What follows belongs to an exercise in optimizing a design on an open flow for small area and a short achievable clock period; a production flow would make more cautious choices.
No functional check of the RTL was part of any run shown here.

==> flow/design.v (outline; a module is shown in full before it is edited, if it fits) <==
// module notch_filter_q15: 17138 lines
// module nf_x2: 3 lines
// module nf_ha: 4 lines
// module nf_fa: 4 lines
module notch_filter_q15 (
    input logic clk,
    input logic reset,
    input logic signed [15:0] x_in,
    output logic signed [15:0] y_out,
    input logic signed [15:0] b0,
    input logic signed [15:0] b1,
    input logic signed [15:0] b2,
    input logic signed [15:0] a1,
    input logic signed [15:0] a2
);
  // ...
==> flow/flow/run.sh <==
#!/bin/bash
# The standard layout (standard.sh), with two changes to how it is made:
#  - every input and output port still gets its own buffer, but a plain
#    buf_1 (the resizer upsizes it where timing needs it) instead of the
#    clkdlybuf4s50_1 that buffer_ports picks by default;
#  - timing repair aims at a setup margin of 5 ns.
# Clock period, constraints and the synthesis are the standard flow's own.
export BUFFER_PORTS_ARGS="-buffer_cell sky130_fd_sc_hd__buf_1"
export SETUP_SLACK_MARGIN=5
bash standard.sh > standard.log 2>&1
==> flow/standard.sh <==
#!/bin/bash
# synth_recipe.tcl (not shown) runs the flow's synth.tcl, then flattens the netlist and writes it again
# the make line also repeats each setting of config.mk as NAME=value (left out here)
make -C /OpenROAD-flow-scripts/flow DESIGN_CONFIG=/design/flow/config.mk WORK_HOME=/design/flow/orfs CLKGATE_MAP_FILE= SYNTH_SCRIPT=/design/flow/synth_recipe.tcl "${@:-finish}"
==> flow/config.mk <==
export PLATFORM = sky130hd
export DESIGN_NAME = notch_filter_q15
export DESIGN_NICKNAME = notch_filter_q15
export VERILOG_FILES = /design/flow/design.v
export SDC_FILE = /design/flow/constraint.sdc
export NUM_CORES = 4
export LEC_CHECK = 0
export ABC_AREA = 1
export CAP_MARGIN = 20
export CORE_MARGIN = 2
export CORE_UTILIZATION = 55
export CTS_BUF_LIST = sky130_fd_sc_hd__clkbuf_4 sky130_fd_sc_hd__clkbuf_8
export SLEW_MARGIN = 20
export SYNTH_HIERARCHICAL = 1
export SYNTH_MINIMUM_KEEP_SIZE = 0
==> flow/constraint.sdc <==
create_clock -name core_clock -period 20.5 [get_ports {clk}]
set_input_delay 4.1000 -clock core_clock [delete_from_list [all_inputs] [get_ports {clk}]]
set_output_delay 4.1000 -clock core_clock [all_outputs]
set_load 0.01 [all_outputs]
==> run notes, run 1 <==
The largest delay contributor family on the critical path was adder cells. Setup repair after global routing left no endpoint under its margin.

Die width: 287 um. In the layout the commonest cells are 1009 x sky130_fd_sc_hd__xor2_1, 962 x sky130_fd_sc_hd__o22ai_1, 795 x sky130_fd_sc_hd__fa_1. The placer congestion estimate came out at 0.918.

The endpoint class of the critical path is a register. The flow ran to the end and the layout has no timing, DRC or antenna violations. The worst-case setup slack after placement is 3.91 ns, and the count of hold buffers inserted by post-cts repair is 0.

The measured slew at the worst slew-check pin was 1.11 ns. The largest registers in the layout are w1 x32, w2 x32, yq x4. Global routing used 35.6% of the available tracks across all layers. The number of slew-limit violations in the final report is 0, and the area fraction in and, or, nand and nor cells after synthesis is 7.23%. Timing would allow up to 0.0670 GHz.

The post-synthesis net count was 6103. The worst hold path belongs to the class register to register. The critical path crosses 54 cells after its start point.

In the synthesized netlist the async set-or-reset flop fraction comes to 100%. In this run the post-CTS setup repair buffer count came out at 0. Of the total synthesized cell area, the portion taken by full adders, half adders and majority gates is 44.8%.

In this run the critical register-to-register path is captured at yq[3]$_DFF_PP0_. The number of instances in the placed design came out at 5733. Of all the cell area in the finished design, the clock network holds 0.498%. The detailed route wirelength on metal3 came out at 12.9 mm.

In this run the critical register-to-register path is launched from w1[1]$_DFF_PP0_. The storage element area is 1700 um2. The via count of the first global-routing pass came out at 37800.

The number of cells on the worst hold path is 0. The maximum number of pins on one net before global-route repair is 69. Category of the most critical setup path: input pin to register. For the met3 capacity usage during global routing, the log shows 5.35%. In this run the vertical extent of the chip is 287 um.

The most used standard cell by instance count after synthesis is sky130_fd_sc_hd__xor2_1. The fraction of area in multi-input gates came out at 85.8%. Detailed placement ended at an HPWL of 104 mm.

Detailed routing inserted a total of 37400 vias. For the worst setup path, the data required time is 20.85 ns. There are 68 flip-flops and latches. The routed metal-1 wirelength is 59.9 mm, and the least setup slack across all paths after layout is 5.58 ns. Site row count: 103. In this run the remaining antenna-violating nets after routing total 0.
==> inputs of run 2 (changes only) <==
--- a/flow/design.v
+++ b/flow/design.v
@@ -2924,17 +2924,17 @@
     wire n2758;
     wire n2759;
     wire n2760;
     wire n2761;
     wire n2762;
     wire n2763;
     wire n2764;
     wire n2765;
-    wire fs2766, fc2766;
+    wire hs2766, hc2766;
     wire n2766;
     wire n2767;
     wire fs2768, fc2768;
     wire n2768;
     wire n2769;
     wire fs2770, fc2770;
     wire n2770;
     wire n2771;
@@ -2972,17 +2972,17 @@
     wire n2792;
     wire n2793;
     wire fs2794, fc2794;
     wire n2794;
     wire n2795;
     wire fs2796, fc2796;
     wire n2796;
     wire n2797;
-    wire hs2798, hc2798;
+    wire fs2798, fc2798;
     wire n2798;
     wire n2799;
     wire fs2800, fc2800;
     wire n2800;
     wire n2801;
     wire fs2802, fc2802;
     wire n2802;
     wire n2803;
@@ -8420,18 +8420,17 @@
     wire hs7688, hc7688;
     wire n7688;
     wire n7689;
     wire hs7690, hc7690;
     wire n7690;
     wire n7691;
     wire hs7692, hc7692;
     wire n7692;
-    wire hs7694, hc7694;
-    wire n7694;
+    wire hs7695, hc7695;
     wire n7695;
     wire hs7696, hc7696;
     wire n7696;
     wire n7697;
     wire hs7698, hc7698;
     wire n7698;
     wire n7699;
     wire hs7700, hc7700;
@@ -8476,85 +8475,180 @@
     wire hs7726, hc7726;
     wire n7726;
     wire n7727;
     wire hs7728, hc7728;
     wire n7728;
     wire n7729;
     wire hs7730, hc7730;
     wire n7730;
+    wire n7731;
+    wire hs7732, hc7732;
     wire n7732;
     wire n7733;
+    wire hs7734, hc7734;
     wire n7734;
     wire n7735;
+    wire hs7736, hc7736;
+    wire n7736;
     wire n7737;
+    wire hs7738, hc7738;
     wire n7738;
     wire n7739;
+    wire hs7740, hc7740;
     wire n7740;
     wire n7741;
+    wire hs7742, hc7742;
     wire n7742;
     wire n7743;
+    wire hs7744, hc7744;
     wire n7744;
     wire n7745;
+    wire hs7746, hc7746;
     wire n7746;
     wire n7747;
+    wire hs7748, hc7748;
     wire n7748;
     wire n7749;
+    wire hs7750, hc7750;
     wire n7750;
     wire n7751;
+    wire hs7752, hc7752;
     wire n7752;
     wire n7753;
+    wire hs7754, hc7754;
     wire n7754;
     wire n7755;
+    wire hs7756, hc7756;
     wire n7756;
     wire n7757;
+    wire hs7758, hc7758;
+    wire n7758;
+    wire n7760;
+    wire n7762;
+    wire n7763;
     wire n7764;
     wire n7765;
+    wire n7766;
+    wire n7767;
+    wire n7768;
+    wire n7769;
     wire n7770;
     wire n7771;
     wire n7772;
+    wire n7773;
+    wire n7774;
+    wire n7775;
     wire n7776;
     wire n7777;
     wire n7778;
     wire n7779;
     wire n7780;
     wire n7781;
     wire n7782;
     wire n7783;
     wire n7784;
+    wire n7785;
+    wire n7786;
+    wire n7787;
+    wire n7788;
+    wire n7789;
+    wire n7790;
+    wire n7791;
+    wire n7792;
+    wire n7793;
+    wire n7794;
+    wire n7795;
+    wire n7796;
     wire n7797;
     wire n7798;
+    wire n7799;
+    wire n7800;
+    wire n7801;
+    wire n7802;
+    wire n7803;
+    wire n7804;
+    wire n7805;
     wire n7806;
-    wire n7807;
-    wire n7808;
-    wire n7809;
-    wire n7810;
-    wire n7811;
-    wire n7830;
+    wire n7813;
+    wire n7814;
+    wire n7819;
+    wire n7820;
+    wire n7821;
+    wire n7825;
+    wire n7826;
+    wire n7827;
     wire n7831;
+    wire n7832;
     wire n7833;
-    wire n7834;
-    wire n7836;
     wire n7837;
-    wire n7860;
-    wire n7861;
-    wire n7862;
-    wire n7863;
-    wire n7865;
-    wire n7866;
+    wire n7838;
+    wire n7839;
+    wire n7843;
+    wire n7844;
+    wire n7845;
+    wire n7849;
+    wire n7850;
+    wire n7851;
+    wire n7852;
+    wire n7853;
+    wire n7854;
+    wire n7855;
+    wire n7856;
+    wire n7857;
     wire n7867;
     wire n7868;
-    wire n7869;
-    wire n7870;
-    wire n7871;
-    wire n7872;
-    wire n7873;
-    wire n7874;
-    wire n7875;
-    wire n7876;
+    wire n7879;
+    wire n7880;
+    wire n7881;
+    wire n7891;
+    wire n7892;
+    wire n7893;
+    wire n7897;
+    wire n7898;
+    wire n7899;
+    wire n7900;
+    wire n7901;
+    wire n7902;
+    wire n7903;
+    wire n7904;
+    wire n7905;
+    wire n7927;
+    wire n7928;
+    wire n7945;
+    wire n7946;
+    wire n7947;
+    wire n7948;
+    wire n7949;
+    wire n7950;
+    wire n7951;
+    wire n7952;
+    wire n7953;
+    wire n7993;
+    wire n7994;
+    wire n7996;
+    wire n7997;
+    wire n7999;
+    wire n8000;
+    wire n8037;
+    wire n8038;
+    wire n8039;
+    wire n8040;
+    wire n8042;
+    wire n8043;
+    wire n8044;
+    wire n8045;
+    wire n8046;
+    wire n8047;
+    wire n8048;
+    wire n8049;
+    wire n8050;
+    wire n8051;
+    wire n8052;
+    wire n8053;
     assign n162 = a1[0] ^ a1[1];
     assign n163 = ~a1[0];
     assign n164 = n162 & n163;
     assign n165 = a1[1] ^ a1[2];
     assign n166 = a1[2] ^ a1[3];
     assign n167 = ~n165;
     assign n168 = n166 & n167;
     assign n169 = a1[3] ^ a1[4];
@@ -11461,19 +11555,19 @@
     assign n2758 = n2753 & n2757;
     assign n2759 = n2756 | n2758;
     assign n2760 = n2754 & n2757;
     assign n2761 = n2682 & n2760;
     assign n2762 = n2759 | n2761;
     assign n2763 = n2461 ^ n2462;
     assign n2764 = ~n2763;
     assign n2765 = n2762 & n2764;
-    nf_fa u2766 (.a(n1278), .b(n2429), .c(n1279), .s(fs2766), .co(fc2766));
-    assign n2766 = fs2766;
-    assign n2767 = fc2766;
+    nf_ha u2766 (.a(n1278), .b(n2429), .s(hs2766), .co(hc2766));
+    assign n2766 = hs2766;
+    assign n2767 = hc2766;
     nf_fa u2768 (.a(n1280), .b(n2431), .c(n1281), .s(fs2768), .co(fc2768));
     assign n2768 = fs2768;
     assign n2769 = fc2768;
     nf_fa u2770 (.a(n1282), .b(n2433), .c(n1283), .s(fs2770), .co(fc2770));
     assign n2770 = fs2770;
     assign n2771 = fc2770;
     nf_fa u2772 (.a(n1284), .b(n2435), .c(n1285), .s(fs2772), .co(fc2772));
     assign n2772 = fs2772;
@@ -11509,19 +11603,19 @@
     assign n2792 = fs2792;
     assign n2793 = fc2792;
     nf_fa u2794 (.a(n1306), .b(n2457), .c(n1307), .s(fs2794), .co(fc2794));
     assign n2794 = fs2794;
     assign n2795 = fc2794;
     nf_fa u2796 (.a(n1308), .b(n2459), .c(n1309), .s(fs2796), .co(fc2796));
     assign n2796 = fs2796;
     assign n2797 = fc2796;
-    nf_ha u2798 (.a(n2430), .b(n2766), .s(hs2798), .co(hc2798));
-    assign n2798 = hs2798;
-    assign n2799 = hc2798;
+    nf_fa u2798 (.a(n1279), .b(n2430), .c(n2766), .s(fs2798), .co(fc2798));
+    assign n2798 = fs2798;
+    assign n2799 = fc2798;
     nf_fa u2800 (.a(n2432), .b(n2767), .c(n2768), .s(fs2800), .co(fc2800));
     assign n2800 = fs2800;
     assign n2801 = fc2800;
     nf_fa u2802 (.a(n2434), .b(n2769), .c(n2770), .s(fs2802), .co(fc2802));
     assign n2802 = fs2802;
     assign n2803 = fc2802;
     nf_fa u2804 (.a(n2436), .b(n2771), .c(n2772), .s(fs2804), .co(fc2804));
     assign n2804 = fs2804;
@@ -16957,141 +17051,235 @@
     nf_ha u7688 (.a(n7502), .b(n7653), .s(hs7688), .co(hc7688));
     assign n7688 = hs7688;
     assign n7689 = hc7688;
     nf_ha u7690 (.a(n7503), .b(n7653), .s(hs7690), .co(hc7690));
     assign n7690 = hs7690;
     assign n7691 = hc7690;
     nf_ha u7692 (.a(n7504), .b(n7653), .s(hs7692), .co(hc7692));
     assign n7692 = hs7692;
-    nf_ha u7694 (.a(n4615), .b(n7656), .s(hs7694), .co(hc7694));
-    assign n7694 = hs7694;
-    assign n7695 = hc7694;
-    nf_ha u7696 (.a(n7657), .b(n7658), .s(hs7696), .co(hc7696));
+    nf_ha u7695 (.a(n3228), .b(n3230), .s(hs7695), .co(hc7695));
+    assign n7695 = hc7695;
+    nf_ha u7696 (.a(n3238), .b(n4589), .s(hs7696), .co(hc7696));
     assign n7696 = hs7696;
     assign n7697 = hc7696;
-    nf_ha u7698 (.a(n7659), .b(n7660), .s(hs7698), .co(hc7698));
+    nf_ha u7698 (.a(n4590), .b(n4591), .s(hs7698), .co(hc7698));
     assign n7698 = hs7698;
     assign n7699 = hc7698;
-    nf_ha u7700 (.a(n7661), .b(n7662), .s(hs7700), .co(hc7700));
+    nf_ha u7700 (.a(n4592), .b(n4593), .s(hs7700), .co(hc7700));
     assign n7700 = hs7700;
     assign n7701 = hc7700;
-    nf_ha u7702 (.a(n7663), .b(n7664), .s(hs7702), .co(hc7702));
+    nf_ha u7702 (.a(n4594), .b(n4595), .s(hs7702), .co(hc7702));
     assign n7702 = hs7702;
     assign n7703 = hc7702;
-    nf_ha u7704 (.a(n7665), .b(n7666), .s(hs7704), .co(hc7704));
+    nf_ha u7704 (.a(n4596), .b(n4597), .s(hs7704), .co(hc7704));
     assign n7704 = hs7704;
     assign n7705 = hc7704;
-    nf_ha u7706 (.a(n7667), .b(n7668), .s(hs7706), .co(hc7706));
+    nf_ha u7706 (.a(n4598), .b(n4599), .s(hs7706), .co(hc7706));
     assign n7706 = hs7706;
     assign n7707 = hc7706;
-    nf_ha u7708 (.a(n7669), .b(n7670), .s(hs7708), .co(hc7708));
+    nf_ha u7708 (.a(n4600), .b(n4601), .s(hs7708), .co(hc7708));
     assign n7708 = hs7708;
     assign n7709 = hc7708;
-    nf_ha u7710 (.a(n7671), .b(n7672), .s(hs7710), .co(hc7710));
+    nf_ha u7710 (.a(n4602), .b(n4603), .s(hs7710), .co(hc7710));
     assign n7710 = hs7710;
     assign n7711 = hc7710;
-    nf_ha u7712 (.a(n7673), .b(n7674), .s(hs7712), .co(hc7712));
+    nf_ha u7712 (.a(n4604), .b(n4605), .s(hs7712), .co(hc7712));
     assign n7712 = hs7712;
     assign n7713 = hc7712;
-    nf_ha u7714 (.a(n7675), .b(n7676), .s(hs7714), .co(hc7714));
+    nf_ha u7714 (.a(n4606), .b(n4607), .s(hs7714), .co(hc7714));
     assign n7714 = hs7714;
     assign n7715 = hc7714;
-    nf_ha u7716 (.a(n7677), .b(n7678), .s(hs7716), .co(hc7716));
+    nf_ha u7716 (.a(n4608), .b(n4609), .s(hs7716), .co(hc7716));
     assign n7716 = hs7716;
     assign n7717 = hc7716;
-    nf_ha u7718 (.a(n7679), .b(n7680), .s(hs7718), .co(hc7718));
+    nf_ha u7718 (.a(n4610), .b(n4611), .s(hs7718), .co(hc7718));
     assign n7718 = hs7718;
     assign n7719 = hc7718;
-    nf_ha u7720 (.a(n7681), .b(n7682), .s(hs7720), .co(hc7720));
+    nf_ha u7720 (.a(n4612), .b(n4613), .s(hs7720), .co(hc7720));
     assign n7720 = hs7720;
     assign n7721 = hc7720;
-    nf_ha u7722 (.a(n7683), .b(n7684), .s(hs7722), .co(hc7722));
+    nf_ha u7722 (.a(n4615), .b(n7656), .s(hs7722), .co(hc7722));
     assign n7722 = hs7722;
     assign n7723 = hc7722;
-    nf_ha u7724 (.a(n7685), .b(n7686), .s(hs7724), .co(hc7724));
+    nf_ha u7724 (.a(n7657), .b(n7658), .s(hs7724), .co(hc7724));
     assign n7724 = hs7724;
     assign n7725 = hc7724;
-    nf_ha u7726 (.a(n7687), .b(n7688), .s(hs7726), .co(hc7726));
+    nf_ha u7726 (.a(n7659), .b(n7660), .s(hs7726), .co(hc7726));
     assign n7726 = hs7726;
     assign n7727 = hc7726;
-    nf_ha u7728 (.a(n7689), .b(n7690), .s(hs7728), .co(hc7728));
+    nf_ha u7728 (.a(n7661), .b(n7662), .s(hs7728), .co(hc7728));
     assign n7728 = hs7728;
     assign n7729 = hc7728;
-    nf_ha u7730 (.a(n7691), .b(n7692), .s(hs7730), .co(hc7730));
+    nf_ha u7730 (.a(n7663), .b(n7664), .s(hs7730), .co(hc7730));
     assign n7730 = hs7730;
-    assign n7732 = n7572 & n7694;
-    assign n7733 = n7695 | n7732;
-    assign n7734 = n7696 & n7733;
-    assign n7735 = n7697 | n7734;
-    assign n7737 = n7699 & n7700;
-    assign n7738 = n7701 | n7737;
-    assign n7739 = n7698 & n7700;
-    assign n7740 = n7703 & n7704;
-    assign n7741 = n7705 | n7740;
-    assign n7742 = n7702 & n7704;
-    assign n7743 = n7707 & n7708;
-    assign n7744 = n7709 | n7743;
-    assign n7745 = n7706 & n7708;
-    assign n7746 = n7711 & n7712;
-    assign n7747 = n7713 | n7746;
-    assign n7748 = n7710 & n7712;
-    assign n7749 = n7715 & n7716;
-    assign n7750 = n7717 | n7749;
-    assign n7751 = n7714 & n7716;
-    assign n7752 = n7719 & n7720;
-    assign n7753 = n7721 | n7752;
-    assign n7754 = n7718 & n7720;
-    assign n7755 = n7723 & n7724;
-    assign n7756 = n7725 | n7755;
-    assign n7757 = n7722 & n7724;
-    assign n7764 = n7735 & n7739;
-    assign n7765 = n7738 | n7764;
-    assign n7770 = n7741 & n7745;
-    assign n7771 = n7744 | n7770;
-    assign n7772 = n7742 & n7745;
-    assign n7776 = n7747 & n7751;
-    assign n7777 = n7750 | n7776;
-    assign n7778 = n7748 & n7751;
-    assign n7779 = n7722 & n7753;
-    assign n7780 = n7723 | n7779;
-    assign n7781 = n7722 & n7754;
-    assign n7782 = n7753 & n7757;
-    assign n7783 = n7756 | n7782;
-    assign n7784 = n7754 & n7757;
-    assign n7797 = n7765 & n7772;
-    assign n7798 = n7771 | n7797;
-    assign n7806 = n7777 & n7781;
-    assign n7807 = n7780 | n7806;
-    assign n7808 = n7778 & n7781;
-    assign n7809 = n7777 & n7784;
-    assign n7810 = n7783 | n7809;
-    assign n7811 = n7778 & n7784;
-    assign n7830 = n7798 & n7808;
-    assign n7831 = n7807 | n7830;
-    assign n7833 = n7798 & n7811;
-    assign n7834 = n7810 | n7833;
-    assign n7836 = n7726 & n7834;
-    assign n7837 = n7727 | n7836;
-    assign n7860 = n7724 ^ n7831;
-    assign n7861 = n7726 ^ n7834;
-    assign n7862 = n7655 ^ n7728;
-    assign n7863 = n7837 ^ n7862;
-    assign n7865 = n7729 ^ n7730;
-    assign n7866 = ~n7728;
-    assign n7867 = n7655 & n7866;
-    assign n7868 = n7865 ^ n7867;
-    assign n7869 = n7728 | n7729;
-    assign n7870 = n7730 ^ n7869;
-    assign n7871 = n7655 & n7728;
-    assign n7872 = n7870 ^ n7871;
-    assign n7873 = n7837 & n7872;
-    assign n7874 = ~n7837;
-    assign n7875 = n7868 & n7874;
-    assign n7876 = n7873 | n7875;
+    assign n7731 = hc7730;
+    nf_ha u7732 (.a(n7665), .b(n7666), .s(hs7732), .co(hc7732));
+    assign n7732 = hs7732;
+    assign n7733 = hc7732;
+    nf_ha u7734 (.a(n7667), .b(n7668), .s(hs7734), .co(hc7734));
+    assign n7734 = hs7734;
+    assign n7735 = hc7734;
+    nf_ha u7736 (.a(n7669), .b(n7670), .s(hs7736), .co(hc7736));
+    assign n7736 = hs7736;
+    assign n7737 = hc7736;
+    nf_ha u7738 (.a(n7671), .b(n7672), .s(hs7738), .co(hc7738));
+    assign n7738 = hs7738;
+    assign n7739 = hc7738;
+    nf_ha u7740 (.a(n7673), .b(n7674), .s(hs7740), .co(hc7740));
+    assign n7740 = hs7740;
+    assign n7741 = hc7740;
+    nf_ha u7742 (.a(n7675), .b(n7676), .s(hs7742), .co(hc7742));
+    assign n7742 = hs7742;
+    assign n7743 = hc7742;
+    nf_ha u7744 (.a(n7677), .b(n7678), .s(hs7744), .co(hc7744));
+    assign n7744 = hs7744;
+    assign n7745 = hc7744;
+    nf_ha u7746 (.a(n7679), .b(n7680), .s(hs7746), .co(hc7746));
+    assign n7746 = hs7746;
+    assign n7747 = hc7746;
+    nf_ha u7748 (.a(n7681), .b(n7682), .s(hs7748), .co(hc7748));
+    assign n7748 = hs7748;
+    assign n7749 = hc7748;
+    nf_ha u7750 (.a(n7683), .b(n7684), .s(hs7750), .co(hc7750));
+    assign n7750 = hs7750;
+    assign n7751 = hc7750;
+    nf_ha u7752 (.a(n7685), .b(n7686), .s(hs7752), .co(hc7752));
+    assign n7752 = hs7752;
+    assign n7753 = hc7752;
+    nf_ha u7754 (.a(n7687), .b(n7688), .s(hs7754), .co(hc7754));
+    assign n7754 = hs7754;
+    assign n7755 = hc7754;
+    nf_ha u7756 (.a(n7689), .b(n7690), .s(hs7756), .co(hc7756));
+    assign n7756 = hs7756;
+    assign n7757 = hc7756;
+    nf_ha u7758 (.a(n7691), .b(n7692), .s(hs7758), .co(hc7758));
+    assign n7758 = hs7758;
+    assign n7760 = n3234 & n7695;
+    assign n7762 = n7697 & n7698;
+    assign n7763 = n7699 | n7762;
+    assign n7764 = n7696 & n7698;
+    assign n7765 = n7701 & n7702;
+    assign n7766 = n7703 | n7765;
+    assign n7767 = n7700 & n7702;
+    assign n7768 = n7705 & n7706;
+    assign n7769 = n7707 | n7768;
+    assign n7770 = n7704 & n7706;
+    assign n7771 = n7709 & n7710;
+    assign n7772 = n7711 | n7771;
+    assign n7773 = n7708 & n7710;
+    assign n7774 = n7713 & n7714;
+    assign n7775 = n7715 | n7774;
+    assign n7776 = n7712 & n7714;
+    assign n7777 = n7717 & n7718;
+    assign n7778 = n7719 | n7777;
+    assign n7779 = n7716 & n7718;
+    assign n7780 = n7721 & n7722;
+    assign n7781 = n7723 | n7780;
+    assign n7782 = n7720 & n7722;
+    assign n7783 = n7725 & n7726;
+    assign n7784 = n7727 | n7783;
+    assign n7785 = n7724 & n7726;
+    assign n7786 = n7729 & n7730;
+    assign n7787 = n7731 | n7786;
+    assign n7788 = n7728 & n7730;
+    assign n7789 = n7733 & n7734;
+    assign n7790 = n7735 | n7789;
+    assign n7791 = n7732 & n7734;
+    assign n7792 = n7737 & n7738;
+    assign n7793 = n7739 | n7792;
+    assign n7794 = n7736 & n7738;
+    assign n7795 = n7741 & n7742;
+    assign n7796 = n7743 | n7795;
+    assign n7797 = n7740 & n7742;
+    assign n7798 = n7745 & n7746;
+    assign n7799 = n7747 | n7798;
+    assign n7800 = n7744 & n7746;
+    assign n7801 = n7749 & n7750;
+    assign n7802 = n7751 | n7801;
+    assign n7803 = n7748 & n7750;
+    assign n7804 = n7753 & n7754;
+    assign n7805 = n7755 | n7804;
+    assign n7806 = n7752 & n7754;
+    assign n7813 = n7760 & n7764;
+    assign n7814 = n7763 | n7813;
+    assign n7819 = n7766 & n7770;
+    assign n7820 = n7769 | n7819;
+    assign n7821 = n7767 & n7770;
+    assign n7825 = n7772 & n7776;
+    assign n7826 = n7775 | n7825;
+    assign n7827 = n7773 & n7776;
+    assign n7831 = n7778 & n7782;
+    assign n7832 = n7781 | n7831;
+    assign n7833 = n7779 & n7782;
+    assign n7837 = n7784 & n7788;
+    assign n7838 = n7787 | n7837;
+    assign n7839 = n7785 & n7788;
+    assign n7843 = n7790 & n7794;
+    assign n7844 = n7793 | n7843;
+    assign n7845 = n7791 & n7794;
+    assign n7849 = n7796 & n7800;
+    assign n7850 = n7799 | n7849;
+    assign n7851 = n7797 & n7800;
+    assign n7852 = n7752 & n7802;
+    assign n7853 = n7753 | n7852;
+    assign n7854 = n7752 & n7803;
+    assign n7855 = n7802 & n7806;
+    assign n7856 = n7805 | n7855;
+    assign n7857 = n7803 & n7806;
+    assign n7867 = n7814 & n7821;
+    assign n7868 = n7820 | n7867;
+    assign n7879 = n7826 & n7833;
+    assign n7880 = n7832 | n7879;
+    assign n7881 = n7827 & n7833;
+    assign n7891 = n7838 & n7845;
+    assign n7892 = n7844 | n7891;
+    assign n7893 = n7839 & n7845;
+    assign n7897 = n7803 & n7850;
+    assign n7898 = n7802 | n7897;
+    assign n7899 = n7803 & n7851;
+    assign n7900 = n7850 & n7854;
+    assign n7901 = n7853 | n7900;
+    assign n7902 = n7851 & n7854;
+    assign n7903 = n7850 & n7857;
+    assign n7904 = n7856 | n7903;
+    assign n7905 = n7851 & n7857;
+    assign n7927 = n7868 & n7881;
+    assign n7928 = n7880 | n7927;
+    assign n7945 = n7892 & n7899;
+    assign n7946 = n7898 | n7945;
+    assign n7947 = n7893 & n7899;
+    assign n7948 = n7892 & n7902;
+    assign n7949 = n7901 | n7948;
+    assign n7950 = n7893 & n7902;
+    assign n7951 = n7892 & n7905;
+    assign n7952 = n7904 | n7951;
+    assign n7953 = n7893 & n7905;
+    assign n7993 = n7928 & n7947;
+    assign n7994 = n7946 | n7993;
+    assign n7996 = n7928 & n7950;
+    assign n7997 = n7949 | n7996;
+    assign n7999 = n7928 & n7953;
+    assign n8000 = n7952 | n7999;
+    assign n8037 = n7752 ^ n7994;
+    assign n8038 = n7754 ^ n7997;
+    assign n8039 = n7655 ^ n7756;
+    assign n8040 = n8000 ^ n8039;
+    assign n8042 = n7757 ^ n7758;
+    assign n8043 = ~n7756;
+    assign n8044 = n7655 & n8043;
+    assign n8045 = n8042 ^ n8044;
+    assign n8046 = n7756 | n7757;
+    assign n8047 = n7758 ^ n8046;
+    assign n8048 = n7655 & n7756;
+    assign n8049 = n8047 ^ n8048;
+    assign n8050 = n8000 & n8049;
+    assign n8051 = ~n8000;
+    assign n8052 = n8045 & n8051;
+    assign n8053 = n8050 | n8052;
     assign w0[0] = n2978;
     assign w0[1] = n3166;
     assign w0[2] = n3167;
     assign w0[3] = n3168;
     assign w0[4] = n3169;
     assign w0[5] = n3170;
     assign w0[6] = n3171;
     assign w0[7] = n3172;
@@ -17114,20 +17302,20 @@
     assign w0[24] = n3189;
     assign w0[25] = n3190;
     assign w0[26] = n3191;
     assign w0[27] = n3192;
     assign w0[28] = n3193;
     assign w0[29] = n3194;
     assign w0[30] = n3195;
     assign w0[31] = n3196;
-    assign y4[0] = n7860;
-    assign y4[1] = n7861;
-    assign y4[2] = n7863;
-    assign y4[3] = n7876;
+    assign y4[0] = n8037;
+    assign y4[1] = n8038;
+    assign y4[2] = n8040;
+    assign y4[3] = n8053;
     always_ff @(posedge clk or posedge reset) begin
         if (reset) begin
             w1 <= 0;
             w2 <= 0;
             yq <= 0;
         end else begin
             w2 <= w1;
             w1 <= w0;
==> flow/flow/run.sh (replaced) <==
#!/bin/bash
# The standard layout (standard.sh), with two changes to how it is made:
#  - every input and output port still gets its own buffer, but a plain
#    buf_1 (the resizer upsizes it where timing needs it) instead of the
#    clkdlybuf4s50_1 that buffer_ports picks by default;
#  - timing repair aims at a setup margin of 6 ns.
# Clock period, constraints and the synthesis are the standard flow's own.
export BUFFER_PORTS_ARGS="-buffer_cell sky130_fd_sc_hd__buf_1"
export SETUP_SLACK_MARGIN=6
bash standard.sh > standard.log 2>&1
==> run notes, run 2 <==
The run finished with no timing, DRC or antenna violations. The post-synthesis net count was 6198 (+1.6%); the final hold violation count was 0. For this run the aggregate overflow at the end of global routing stands at 0. The met1 demand-to-capacity share in global routing was 48.4%.

The site row count came out at 104 (+0.97%). The slowest stage of the critical path belongs to the cell sky130_fd_sc_hd__fa_1.

Setup violations remaining at the end of the flow were counted as 0. Counting stages on the worst path, the most repeated cell is sky130_fd_sc_hd__nand2_1. Clock skew on the completed layout was measured at 0.0206 ns. The endpoint class of the critical path is a register. The number of vias after detailed routing came out at 38300 (+2.4%). In this run, synthesis produced a sequential element count of 68.

Met3 capacity usage during global routing: 7.57% (+2.2 points). The tools report the setup TNS as 0 ns. The proportion of netlist area held by the largest area contributor works out to 35.7%. Most used standard cell by instance count after synthesis: sky130_fd_sc_hd__xor2_1. For the number of slew-limit violations in the final report, the log shows 0 (unchanged). Dividing the detail-routed via count by the number of cells gives 6.50.

The critical path's largest stage delay came out at 0.55 ns. The fraction of final layout cells sized beyond drive strength 1 was 8.05%; the count of flip-flops with a built-in enable after synthesis was 0. Time the worst path needs with I/O delays and setup: 14.20 ns.

Summing all multi-input logic gate instances after layout gives 40500 um2. The worst register-to-register path begins at w1[23]$_DFF_PP0_. During I/O placement, the number of pins put on the boundary was 114.

Flop-to-flop setup slack: 9.54 ns. The logs give 36.3% (+0.71 points) for the combined global-route utilization of all metal layers and 3.81% for the sequential share of the synthesized area. The maximum level of the CTS H-tree was 3.

After synthesis, the netlist uses 58 different library cells. The share of the cycle needed by the critical path after routing is 69.3%, and the number of instances in the placed design is 5822 (+1.6%). Data on the critical path arrives at its endpoint at 14.50 ns.

The run gives 38600 (+2.3%) as the via count of the first global-routing pass. The logs give 0 (unchanged) for the count of antenna-violating nets left after detailed routing and 7 for the synthesis warning total. In the final layout, the registers with the most flip-flops are w1 x32, w2 x32, yq x4.

The most used flip-flop cell after synthesis is sky130_fd_sc_hd__dfrtp_1. The most frequent standard cell in the layout excluding fill and tap cells was sky130_fd_sc_hd__xor2_1. The fraction of registers with async set/reset works out to 100% (unchanged). Setup repair after global routing could not meet its margin everywhere. Of all cell types, the one taking the most synthesized area is sky130_fd_sc_hd__fa_1. By area the synthesized netlist is led by sky130_fd_sc_hd__fa_1 36%, sky130_fd_sc_hd__xor2_1 20%, sky130_fd_sc_hd__o22ai_1 13%. Compared with the post-synthesis result, the final layout area differs by 6.28%. TritonCTS created 9 clock buffers.

The global-route wire length before repair was 232 mm. Global routing used 58.4% of the available met2 tracks. The tools report the detailed placement HPWL as 108 mm (+3.2%).

After detailed routing, the number of remaining DRC violations is 0. Tracing the worst setup path back leads to its startpoint at a1[1]. Cells fill 59.0% of the core in the end. By count the netlist is led by 1010 x sky130_fd_sc_hd__xor2_1, 959 x sky130_fd_sc_hd__o22ai_1, 796 x sky130_fd_sc_hd__fa_1, 384 x sky130_fd_sc_hd__nand2_1, 379 x sky130_fd_sc_hd__clkbuf_1. The die area was 83400 um2; the routed wirelength normalized by instance count was 25.9 um.

The tools report the clock tree root buffer cell as sky130_fd_sc_hd__clkbuf_8. The timing-limited maximum frequency was 0.0704 GHz (+5.1%). The first routing iteration left 3470 violations. The tools report the initial antenna violation count as 7. The storage element area is 1700 um2 (unchanged), and the clock edge transition at the registers on the reported setup and hold paths is 0.09 ns. The count of hold buffers inserted by post-cts repair came out at 0 (unchanged). The startpoint identified for the worst hold timing path is w1[8]$_DFF_PP0_. The layout has 7203 filler cells.

The worst setup path is launched from an input pin. Leaving out filler cells and counting taps, the final layout contains 5898. The initial core utilization was 55.5%. The maximum number of pins on one net before global-route repair is 69 (unchanged), and the number of instances in the synthesized netlist is 4984.

In this run the most used layer during global routing was met2. TritonCTS built the clock tree. The logs give 0.39 ns for the clock latency at the later pin of the worst-skew pair and 5 for the first-pass detailed-route iteration total.

The clock net in this run drives a total of 68 sinks. After synthesis, the mean cell area works out to 8.95 um2. The critical-path maximum fanout is 15, and the area of the core is 80400 um2. In this design, the largest share of critical-path delay is due to adder cells. The chip height is 289 um (+0.55%), and the count of input and output buffers is 113.

For this block, the routed nets add up to 153 mm of wire. Across the run, the number of max-cap violations was 0.

The critical path is of the input pin to register type. The worst pin sits at a relative slew slack of 27.8%. Leaving out fill and tap cells, the most frequent cells in the layout are 1010 x sky130_fd_sc_hd__xor2_1, 958 x sky130_fd_sc_hd__o22ai_1, 790 x sky130_fd_sc_hd__fa_1.

The die width came out at 289 um (+0.55%). At the end of the flow, the number of nets in the layout was 6044. The measured slew at the worst slew-check pin is 1.08 ns (-0.0247 ns).

The mapped netlist covers 44600 um2. The class of the tightest hold or removal check is register to register. For the placer congestion estimate, the log shows 0.893 (-2.8%). The count of buffering cells on the critical path with inverters included is 5. The run gives 20.79 ns (-0.06 ns) as the data required time of the worst path.

The maximum count of clock buffers along a single path was 2.
==> run 2: cell count changes in the layout (fill, tap and decap cells not counted), sizes merged, moves of 5 or more <==
cell	delta
o211ai	+11
ha	+14
nor2	+12
clkinvlp	+7
o22ai	-7
nand4	-5
o21ai	+10
clkbuf	+7
o221ai	+7
nand2	+37
nand3	+6
==> run 2: Yosys stat by module (local to each module, per instance) <==
| module | flip-flops and latches | cell area [um2] |
|---|---|---|
| notch_filter_q15 | 68 | 25300 |
| nf_ha | 0 | 12.5 |
| nf_fa | 0 | 20.0 |
==> run 2: final cells by class <==
class / instances / share of cell area [%]
repair buffers: 304 / 5.44
well taps: 1060 / 2.80
repair inverters: 2 / 0.0264
clock buffers: 9 / 0.261
inverters: 264 / 2.16
clock inverters: 7 / 0.209
diodes: 3 / 0.0158
multi-input cells: 4181 / 85.5
flip-flops and latches: 68 / 3.59
==> run 2: routing by layer <==
metal | routed length [um] | share of wire [%]
met1 | 60800 | 40
met4 | 6450 | 4.2
met5 | 85 | 0.056
met3 | 14600 | 9.5
met2 | 70900 | 46
==> run 2: path summary, 6_finish.rpt <==
check,cells past startpoint,endpoint
worst max register to register,36,yq[1]$_DFF_PP0_
max in group asynchronous,3,w1[10]$_DFF_PP0_
worst max-delay path,48,yq[1]$_DFF_PP0_
min in group asynchronous,3,w1[30]$_DFF_PP0_
worst min-delay path,0,w2[8]$_DFF_PP0_
worst min register to register,0,w2[8]$_DFF_PP0_
==> run 2: worst register-to-register path, delay by kind of cell (launching register included) <==
family                   cells  cell delay [ns]
flip-flops                   1             0.53
XOR/XNOR                     2             0.45
AO/OA/AOI/OAI                9             2.10
buffers and inverters        2             0.95
AND/OR/NAND/NOR              9             0.66
adder cells (fa/ha/maj)     14             6.16
==> run 2: kinds of logic after synthesis <==
family / Yosys count / synth area share, %
AO/OA/AOI/OAI: 1214 / 16.9
XOR/XNOR: 1045 / 20.6
adder cells (fa/ha/maj): 1117 / 44.7
buffers and inverters: 737 / 6.43
flip-flops: 68 / 3.81
AND/OR/NAND/NOR: 803 / 7.54
==> run 2: what timing repair did <==
action | CTS | global route
pin swaps | 0 | 10
resized for setup | 52 | 131
setup buffers | 2 | 32
gates cloned | 2 | 21
endpoints found under the setup margin | 4 | 4
==> run 2: stage by stage <==
step	setup WS, ns	instance area [um2]	hold slack [ns]
after global routing	5.85	47400	0.379
final	6.30	47400	0.364
after global placement	4.58	45700	0.358
after detailed placement	4.46	45700	0.358
after CTS	6.05	46100	0.365
after floorplan	6.39	44600	0.354

==> separate check: timing with driven ports <==
The results above use ideal ports. As a check the final layouts listed here were re-extracted and re-timed, cells and wires unchanged. Step 1 assumes that a clkbuf_16 drives the clock port and a buf_2 every other input. Step 2 moves the port delays by t, midway between the first and last clock arrival at a register: inputs arrive t later, outputs are due t later. That takes back most of the time a late clock gives input paths. Slacks: no drivers / after step 1 / after step 2; pairs: no drivers / after step 1.
| run | shift t [ns] | setup WS [ns] | clock arrival spread, ns | slew at the worst register clock pin (ns) | worst data-port slew with drivers (ns) |
|---|---|---|---|---|---|
| run 1 | 0.432 | 5.577 / 5.590 / 5.158 | 0.033 / 0.034 | 0.12 / 0.12 | 0.08 |
| run 2 | 0.425 | 6.297 / 6.273 / 5.848 | 0.021 / 0.021 | 0.09 / 0.09 | 0.16 |
After both steps setup and hold are still met in every run listed. The setup slack of run 2, which loses most, moves by -0.024 ns with the drivers and by -0.449 ns with both steps.
